This design comes from an exercise in tuning for small area, a short achievable clock period and few clock cycles per item on the open sky130 flow, not from production work. In this exercise RTL edits were held to simulation tests only and were not proved equivalent to the original. Power figures rest on the tool's default switching activity, not on a simulated workload.

## action_config
module action_config
#(parameter
    C_S_AXI_ADDR_WIDTH = 16,
    C_S_AXI_DATA_WIDTH = 32
)(
    input                                   clk                   ,
    input                                   resetn                 ,
    input  wire [C_S_AXI_ADDR_WIDTH-1:0]   s_axi_AWADDR,
    input  wire                            s_axi_AWVALID,
    output wire                            s_axi_AWREADY,
    input  wire [C_S_AXI_DATA_WIDTH-1:0]   s_axi_WDATA,
    input  wire [C_S_AXI_DATA_WIDTH/8-1:0] s_axi_WSTRB,
    input  wire                            s_axi_WVALID,
    output wire                            s_axi_WREADY,
    output wire [1:0]                      s_axi_BRESP,
    output wire                            s_axi_BVALID,
    input  wire                            s_axi_BREADY,
    input  wire [C_S_AXI_ADDR_WIDTH-1:0]   s_axi_ARADDR,
    input  wire                            s_axi_ARVALID,
    output wire                            s_axi_ARREADY,
    output wire [C_S_AXI_DATA_WIDTH-1:0]   s_axi_RDATA,
    output wire [1:0]                      s_axi_RRESP,
    output wire                            s_axi_RVALID,
    input  wire                            s_axi_RREADY,
    output reg [31:0]                      data_collection_mode     ,
  ...
Size in the first run: ~670 flip-flops, roughly 0.026 sq mm of cells after synthesis.
Settings: LEC_CHECK=0, CAP_MARGIN=20, CORE_MARGIN=2, CORE_UTILIZATION=65, SETUP_SLACK_MARGIN=1.75, SLEW_MARGIN=60; clock period 4.0 ns.
standard.sh (not shown) runs the stock make flow with config.mk's settings and CLKGATE_MAP_FILE= SYNTH_SCRIPT=/design/flow/synth_recipe.tcl, a recipe that flattens the netlist after the stock synthesis.
==> flow/flow/run.sh <==
#!/bin/bash
# Standard ORFS flow, with small port buffers, large clock sink clusters and no CTS dummy loads.
set -e
export BUFFER_PORTS_ARGS="-buffer_cell sky130_fd_sc_hd__buf_1"
export CTS_ARGS="-sink_clustering_enable -repair_clock_nets -dont_use_dummy_load -sink_clustering_size 25 -sink_clustering_max_diameter 80"
bash standard.sh > standard.log 2>&1
The baseline ended with an error in I/O pin placement (3_2_place_iop), error PPL-0024.
Testbench counts at the start, summed over its fixed seeds: cycles 2,995, transactions 4,800.
Rerun with:
- CORE_UTILIZATION: 65 -> 55
- SETUP_SLACK_MARGIN: 1.75 -> 2.0
- TNS_END_PERCENT: default -> 0
What happened:
- The new run completed without violations
- synthesized cell count is unchanged
- synthesized area does not change
Rerun with:
- SETUP_SLACK_MARGIN: 2.0 -> 1.75
- TNS_END_PERCENT: 0 -> default
- worst hold slack loses 0.019 ns
- power hardly moves
- maximum frequency came out lower by 0.85%
- synthesized cell count stays the same
- sequential power stays flat
- clock power rises by about 1%
- combinational power barely changes
- count of clock-buffer cells in the layout rose by 1
Rerun with:
- SETUP_SLACK_MARGIN: 1.75 -> 2.2
- TNS_END_PERCENT: default -> 0
What happened: Sequential share of layout area shrinks by 0.24 points; clock power shrinks by about 1%; power is about the same; fmax grows by 0.85%; die area does not change; final cell count grows by about 0.8%.

action_config, a different RTL version from the one above (not shown whole).
For scale: ~1,600 cells after synthesis, ~26,000 um^2 of cells after synthesis.
## action_config
module action_config
#(parameter
    C_S_AXI_ADDR_WIDTH = 16,
    C_S_AXI_DATA_WIDTH = 32
)(
    input                                   clk                   ,
    input                                   resetn                 ,
    input  wire [C_S_AXI_ADDR_WIDTH-1:0]   s_axi_AWADDR,
    input  wire                            s_axi_AWVALID,
    output wire                            s_axi_AWREADY,
    input  wire [C_S_AXI_DATA_WIDTH-1:0]   s_axi_WDATA,
    input  wire [C_S_AXI_DATA_WIDTH/8-1:0] s_axi_WSTRB,
    input  wire                            s_axi_WVALID,
    output wire                            s_axi_WREADY,
    output wire [1:0]                      s_axi_BRESP,
    output wire                            s_axi_BVALID,
    input  wire                            s_axi_BREADY,
    input  wire [C_S_AXI_ADDR_WIDTH-1:0]   s_axi_ARADDR,
    input  wire                            s_axi_ARVALID,
    output wire                            s_axi_ARREADY,
    output wire [C_S_AXI_DATA_WIDTH-1:0]   s_axi_RDATA,
    output wire [1:0]                      s_axi_RRESP,
    output wire                            s_axi_RVALID,
    input  wire                            s_axi_RREADY,
    output reg [31:0]                      data_collection_mode     ,
    output reg [47:0]                      fpga_mac_addr            ,
    output reg [31:0]                      fpga_ipv4_addr           ,
  ...
Settings: LEC_CHECK=0, CAP_MARGIN=20, CORE_MARGIN=2, CORE_UTILIZATION=55, PLACE_DENSITY=0.75, SETUP_SLACK_MARGIN=2.0, SLEW_MARGIN=60, TNS_END_PERCENT=0; clock period 4.0 ns.
Scripts as last shown in full above: flow/flow/run.sh
Testbench counts at the start, summed over its fixed seeds: cycles 2,995, transactions 4,800.
Then changed:
==> flow/flow/run.sh (replaced) <==
#!/bin/bash
# Standard ORFS flow, with small port buffers, large clock sink clusters and no CTS dummy loads.
set -e
export BUFFER_PORTS_ARGS="-buffer_cell sky130_fd_sc_hd__buf_1"
export CTS_ARGS="-sink_clustering_enable -repair_clock_nets -dont_use_dummy_load -sink_clustering_size 16 -sink_clustering_max_diameter 60 -root_buf sky130_fd_sc_hd__clkbuf_16 -buf_list sky130_fd_sc_hd__clkbuf_8"
bash standard.sh > standard.log 2>&1
--- a/flow/config.mk
+++ b/flow/config.mk
@@ -8,5 +8,5 @@
 export CAP_MARGIN = 20
 export CORE_MARGIN = 2
-export CORE_UTILIZATION = 55
+export CORE_UTILIZATION = 45
 export PLACE_DENSITY = 0.75
 export SETUP_SLACK_MARGIN = 2.0
=> The changed run finished clean. Fmax is higher by 0.76%. Sequential power barely changes. Worst hold slack improved by 0.0091 ns. Combinational power rises by about 5%. Die area increases by 22%. Clock skew increases by 0.0031 ns. Worst setup slack gains 0.016 ns. Core utilization fell by 10 points. Synthesized cell count stays the same. Count of clock-buffer cells in the layout increases by 17. Wire length climbs by 7.1%.
Then changed:
==> flow/flow/run.sh (replaced) <==
#!/bin/bash
# Standard ORFS flow, with small port buffers, large clock sink clusters and no CTS dummy loads.
set -e
export BUFFER_PORTS_ARGS="-buffer_cell sky130_fd_sc_hd__buf_1"
export CTS_ARGS="-sink_clustering_enable -repair_clock_nets -dont_use_dummy_load -sink_clustering_size 25 -sink_clustering_max_diameter 80"
bash standard.sh > standard.log 2>&1
--- a/flow/config.mk
+++ b/flow/config.mk
@@ -8,6 +8,6 @@
 export CAP_MARGIN = 20
 export CORE_MARGIN = 2
-export CORE_UTILIZATION = 45
-export PLACE_DENSITY = 0.75
+export CORE_UTILIZATION = 50
+export PLACE_DENSITY = 0.85
 export SETUP_SLACK_MARGIN = 2.0
 export SLEW_MARGIN = 60
Effect: Sequential share of layout area goes down by 0.32 points. Wire length goes down by 2.3%. Area after synthesis stays the same. Non-clock buffer count goes down by 6.
Then changed:
==> flow/flow/run.sh (replaced) <==
#!/bin/bash
# Standard ORFS flow, with small port buffers, large clock sink clusters and no CTS dummy loads.
set -e
export BUFFER_PORTS_ARGS="-buffer_cell sky130_fd_sc_hd__buf_1"
export CTS_ARGS="-sink_clustering_enable -repair_clock_nets -dont_use_dummy_load -sink_clustering_size 16 -sink_clustering_max_diameter 60 -root_buf sky130_fd_sc_hd__clkbuf_16 -buf_list sky130_fd_sc_hd__clkbuf_8"
bash standard.sh > standard.log 2>&1
--- a/flow/config.mk
+++ b/flow/config.mk
@@ -9,5 +9,5 @@
 export CORE_MARGIN = 2
 export CORE_UTILIZATION = 50
-export PLACE_DENSITY = 0.85
+export PLACE_DENSITY = 0.75
 export SETUP_SLACK_MARGIN = 2.0
 export SLEW_MARGIN = 60
What happened:
- routed wire length came out lower slightly
- final area came out lower slightly
- clock skew came out lower by 0.021 ns
- maximum frequency came out higher by a few percent
- clock-buffer cell count came out higher by 13
- non-clock buffer count came out lower by 14
- critical path depth came out lower by 6
- synthesized area stays the same
- global-route usage came out lower by 0.42 points
- first-iteration DRC count came out higher by a few percent
- worst setup slack is better by 0.094 ns
Then changed:
--- a/flow/config.mk
+++ b/flow/config.mk
@@ -8,5 +8,5 @@
 export CAP_MARGIN = 20
 export CORE_MARGIN = 2
-export CORE_UTILIZATION = 50
+export CORE_UTILIZATION = 55
 export PLACE_DENSITY = 0.75
 export SETUP_SLACK_MARGIN = 2.0
- power barely changes
- via count hardly moves
- final area is lower slightly
- fmax is lower slightly
Then changed:
==> flow/flow/run.sh (replaced) <==
#!/bin/bash
# Standard ORFS flow, with small port buffers, large clock sink clusters and no CTS dummy loads.
set -e
export BUFFER_PORTS_ARGS="-buffer_cell sky130_fd_sc_hd__buf_1"
export CTS_ARGS="-sink_clustering_enable -repair_clock_nets -dont_use_dummy_load -sink_clustering_size 20 -sink_clustering_max_diameter 60 -root_buf sky130_fd_sc_hd__clkbuf_16 -buf_list sky130_fd_sc_hd__clkbuf_8"
bash standard.sh > standard.log 2>&1
--- a/flow/config.mk
+++ b/flow/config.mk
@@ -8,5 +8,5 @@
 export CAP_MARGIN = 20
 export CORE_MARGIN = 2
-export CORE_UTILIZATION = 55
+export CORE_UTILIZATION = 50
 export PLACE_DENSITY = 0.75
 export SETUP_SLACK_MARGIN = 2.0
Global-route usage is lower by 2.5 points.
Design area rose slightly.
Die area went up by roughly a tenth.
Fmax climbs slightly.
Cell count rose by a few percent.
Routed wire length came out higher by a few percent.
Power came out lower slightly.
Clock power falls by a few percent.
Non-clock buffer count went up by 2.
Setup slack gets better by 0.039 ns.

what the ideal ports hide:
In the flow no input, the clock included, has a driving cell. The finished layouts below were timed again as built, in two steps.
Step 1: set_driving_cell puts a clkbuf_16 on clk and a buf_2 on each other input, an assumption about the parent block.
Step 2 adds t to the input delays and takes it off the output delays; t is the mean of the earliest and latest rising clock arrival at the registers after step 1. Input paths then give back, and output paths get back, about the clock's delay inside the block.
Slacks: ideal ports / drivers / drivers and shift; pairs: ideal ports / drivers.
run | t, ns | slack for setup (ns) | worst setup path at the end | slew at the worst register clock pin (ns) | worst data-port slew with drivers (ns)
the second run of note 1 | 0.633 | 1.708 / 1.584 / 0.951 | input to register | 0.10 / 0.10 | 0.19
the third run of note 1 | 0.625 | 1.688 / 1.665 / 1.040 | input to register | 0.10 / 0.10 | 0.18
the fourth run of note 1 | 0.633 | 1.708 / 1.584 / 0.951 | input to register | 0.10 / 0.10 | 0.19
the first run of note 2 | 0.627 | 1.846 / 1.709 / 1.082 | input to register | 0.10 / 0.10 | 0.21
the second run of note 2 | 0.618 | 1.862 / 1.762 / 1.144 | input to register | 0.11 / 0.11 | 0.20
the third run of note 2 | 0.619 | 1.815 / 1.618 / 0.999 | input to register | 0.10 / 0.10 | 0.25
the fourth run of note 2 | 0.623 | 1.908 / 1.788 / 1.165 | input to register | 0.11 / 0.11 | 0.19
the fifth run of note 2 | 0.625 | 1.875 / 1.694 / 1.069 | input to register | 0.10 / 0.10 | 0.26
the sixth run of note 2 | 0.620 | 1.914 / 1.782 / 1.162 | input to register | 0.12 / 0.12 | 0.20
After both steps setup and hold are still met in every run listed. For the third run of note 2, which loses most, drivers alone change the setup slack by -0.197 ns; drivers and shift together by -0.816 ns.
